What follows belongs to an exercise in optimizing a design on an open flow for small area, a short achievable clock period and few clock cycles; a production flow would make more cautious choices. The clock input has no modelled driver; a real chip could not lean on it and would need a root buffer or a full tree. Power is estimated from default activity; no workload was simulated.

==> flow/design.v (excerpt) <==
module accelerator_mod #(
   parameter DATA_W = 32,
   parameter ADDR_W = 4
)(
   input  wire            pcie_clk,           
   input  wire            pcie_rstn,
   input  wire [31:0]     pcie_axi_awaddr,
   input  wire            pcie_axi_awvalid,
   output wire            pcie_axi_awready,
   input  wire [31:0]     pcie_axi_wdata,
   input  wire [3:0]      pcie_axi_wstrb,
   input  wire            pcie_axi_wvalid,
   output wire            pcie_axi_wready,
   output wire [1:0]      pcie_axi_bresp,
   output wire            pcie_axi_bvalid,
   input  wire            pcie_axi_bready,
   input  wire [31:0]     pcie_axi_araddr,
   input  wire            pcie_axi_arvalid,
   output wire            pcie_axi_arready,
   output wire [31:0]     pcie_axi_rdata,
   output wire [1:0]      pcie_axi_rresp,
   output wire            pcie_axi_rvalid,
   input  wire            pcie_axi_rready
);
==> flow/config.mk <==
export PLATFORM = sky130hd
export DESIGN_NAME = accelerator_mod
export DESIGN_NICKNAME = accelerator_mod
export VERILOG_FILES = /design/flow/design.v
export SDC_FILE = /design/flow/constraint.sdc
export NUM_CORES = 4
export LEC_CHECK = 0
export CAP_MARGIN = 20
export CORE_MARGIN = 2
export CORE_UTILIZATION = 60
export PLACE_DENSITY = 0.7
export SETUP_SLACK_MARGIN = 1.1
export SLEW_MARGIN = 20
export SYNTH_HIERARCHICAL = 1
export BUFFER_PORTS_ARGS = -buffer_cell sky130_fd_sc_hd__buf_2
export PRE_CTS_TCL = /design/flow/flow/pre_cts.tcl
==> flow/constraint.sdc <==
create_clock -name core_clock -period 2.8 [get_ports {pcie_clk}]
set_input_delay 0.5600 -clock core_clock [delete_from_list [all_inputs] [get_ports {pcie_clk}]]
set_output_delay 0.5600 -clock core_clock [all_outputs]
set_load 0.01 [all_outputs]
standard.sh (not shown) runs the stock make flow with config.mk's settings and CLKGATE_MAP_FILE= SYNTH_SCRIPT=/design/flow/synth_recipe.tcl, a recipe that flattens the netlist after the stock synthesis.
==> flow/flow/run.sh <==
#!/bin/bash
# Standard layout, with plain buffers on the ports and a two-level clock tree
# (flow/mycts.tcl) in place of TritonCTS.
set -o pipefail
here=$(pwd)
echo 'export BUFFER_PORTS_ARGS = -buffer_cell sky130_fd_sc_hd__buf_2' >> config.mk
echo "export PRE_CTS_TCL = $here/flow/pre_cts.tcl" >> config.mk
bash standard.sh > standard.log 2>&1
Other scripts of this flow, unchanged in this note and not shown: flow/flow/mycts.tcl, flow/flow/pre_cts.tcl
Rerun with:
--- a/flow/design.v
+++ b/flow/design.v
@@ -212,63 +212,53 @@
   reg skid_v;      
   reg skid_pop;    
   reg skid_stat;   
   wire ar_hs   = s_axi_arvalid && !skid_v;
   wire ar_pop  = (s_axi_araddr[ADDR_LSB+1:ADDR_LSB] == 2'b01);
   wire ar_stat = (s_axi_araddr[ADDR_LSB+1:ADDR_LSB] == 2'b10);
   wire r_free  = !rvalid || s_axi_rready;
   wire t_pop   = skid_v ? skid_pop : ar_pop;
   wire t_stat  = skid_v ? skid_stat : ar_stat;
   reg q_skid;       
   reg q_ar;         
-  reg q_skid_n;     
   wire fifo_pop = r_free && (q_skid || (q_ar && s_axi_arvalid && ar_pop));
   wire skid_v_n = skid_v ? !r_free : (ar_hs && !r_free);
   wire rvalid_n = !r_free || skid_v || s_axi_arvalid;
   always @(posedge s_axi_aclk) begin
     if (!s_axi_aresetn) begin
       rvalid <= 1'b0;
       skid_v <= 1'b0;
     end else begin
       rvalid <= rvalid_n;
       skid_v <= skid_v_n;
     end
   end
   wire skid_pop_n = ar_hs ? ar_pop : skid_pop;
   always @(posedge s_axi_aclk) begin
     if (ar_hs) skid_stat <= ar_stat;
     skid_pop <= skid_pop_n;
   end
   always @(posedge s_axi_aclk) begin
     if (!s_axi_aresetn) begin
-      q_skid   <= 1'b0;
-      q_skid_n <= 1'b1;
-      q_ar     <= 1'b1;
+      q_skid <= 1'b0;
+      q_ar   <= 1'b0;
     end else begin
-      q_skid   <= skid_v_n && skid_pop_n;
-      q_skid_n <= !(skid_v_n && skid_pop_n);
-      q_ar     <= !skid_v_n;
+      q_skid <= skid_v_n && skid_pop_n;
+      q_ar   <= !skid_v_n;
     end
   end
   axi_reg1 #(.INIT(1'b1)) u_arready (.clk(s_axi_aclk), .rst_n(s_axi_aresetn), .d(!skid_v_n), .q(s_axi_arready));
   axi_reg1 #(.INIT(1'b0)) u_rvalid  (.clk(s_axi_aclk), .rst_n(s_axi_aresetn), .d(rvalid_n),  .q(s_axi_rvalid));
-  wire rready_n, hold, a3_n, ar_npop, t_pop_n, s_pop;
-  axi_g_inv   u_g0 (.a(s_axi_rready), .y(rready_n));
-  axi_g_and2  u_g1 (.a(rvalid), .b(rready_n), .y(hold));
-  axi_g_inv   u_g2 (.a(s_axi_araddr[ADDR_LSB+1]), .y(a3_n));
-  axi_g_nand3 u_g3 (.a(q_ar), .b(s_axi_araddr[ADDR_LSB]), .c(a3_n), .y(ar_npop));
-  axi_g_and2  u_g4 (.a(q_skid_n), .b(ar_npop), .y(t_pop_n));
-  axi_g_nor2  u_g5 (.a(hold), .b(t_pop_n), .y(s_pop));
-  wire not_empty, s_dead;
-  axi_g_inv   u_g6 (.a(fifo_empty), .y(not_empty));
-  axi_g_nor3  u_g7 (.a(hold), .b(t_pop_n), .c(not_empty), .y(s_dead));
+  wire hold   = !r_free;
+  wire s_pop  = r_free && t_pop;
+  wire s_dead = r_free && t_pop && fifo_empty;
   wire s_stat = r_free && t_stat;
   wire [31:0] x_val = ({32{s_dead}} & 32'hDEAD_DEAD)
                     | {30'd0, s_stat && fifo_full, s_stat && fifo_empty};
   wire [31:0] n_lo, n_hi;
   wire [31:0] n_qx = ~(({32{hold}} & s_axi_rdata) | x_val);
   wire [31:0] rdata_d;
   axi_nand2s u_nlo (.a(fifo_dout_lo), .s(s_pop), .y(n_lo));
   axi_nand2s u_nhi (.a(fifo_dout_hi), .s(s_pop), .y(n_hi));
   axi_nand3  u_d   (.a(n_lo), .b(n_hi), .c(n_qx), .y(rdata_d));
   axi_rdata_reg u_rdata (.clk(s_axi_aclk), .d(rdata_d), .q(s_axi_rdata));
   fifo_axi #(
@@ -311,37 +301,22 @@
 );
   assign y = ~(a & {32{s}});
 endmodule
 module axi_nand3 (
     input  wire [31:0] a,
     input  wire [31:0] b,
     input  wire [31:0] c,
     output wire [31:0] y
 );
   assign y = ~(a & b & c);
 endmodule
-module axi_g_inv (input wire a, output wire y);
-  assign y = ~a;
-endmodule
-module axi_g_and2 (input wire a, input wire b, output wire y);
-  assign y = a & b;
-endmodule
-module axi_g_nor2 (input wire a, input wire b, output wire y);
-  assign y = ~(a | b);
-endmodule
-module axi_g_nand3 (input wire a, input wire b, input wire c, output wire y);
-  assign y = ~(a & b & c);
-endmodule
-module axi_g_nor3 (input wire a, input wire b, input wire c, output wire y);
-  assign y = ~(a | b | c);
-endmodule
 module accelerator_mod #(
    parameter DATA_W = 32,
    parameter ADDR_W = 4
 )(
    input  wire            pcie_clk,           
    input  wire            pcie_rstn,
    input  wire [31:0]     pcie_axi_awaddr,
    input  wire            pcie_axi_awvalid,
    output wire            pcie_axi_awready,
    input  wire [31:0]     pcie_axi_wdata,
    input  wire [3:0]      pcie_axi_wstrb,
Effect: Via count decreases slightly. Sequential power is about the same. Maximum frequency decreases slightly. Global-route usage decreases by 0.19 points. Critical path depth increases by 5. Power barely changes. Area after synthesis hardly moves. Worst setup slack is worse by 16 ps. Clock power increases slightly.
No run of this note included a check of the RTL's function; only the layout flow was run. No run of this note takes its clock network from TritonCTS; it comes from the design's own scripts or RTL.

port drivers added, routing unchanged:
The results above use ideal ports. As a check the final layouts listed here were re-extracted and re-timed, cells and wires unchanged. Step 1 (the two cells are an assumption about what drives the block):
set clk [get_ports {pcie_clk}]
set_driving_cell -lib_cell sky130_fd_sc_hd__clkbuf_16 $clk
set_driving_cell -lib_cell sky130_fd_sc_hd__buf_2 [delete_from_list [all_inputs] $clk]
Step 2 also shifts input and output timing later by t, the mid clock arrival at the registers, as if the neighbouring blocks saw the same clock. a / b / c = ideal ports / drivers / drivers and shift; a / b = the first two.
run	t, ns	slack for setup (ns)	cell pins on the clock port's net
the first run	0.466	1.150 / 1.140 / 0.864	4
the second run	0.474	1.134 / 1.128 / 0.822	4
After both steps setup and hold are still met in every run listed. For the second run, which loses most, drivers alone change the setup slack by -0.006 ns; drivers and shift together by -0.312 ns.
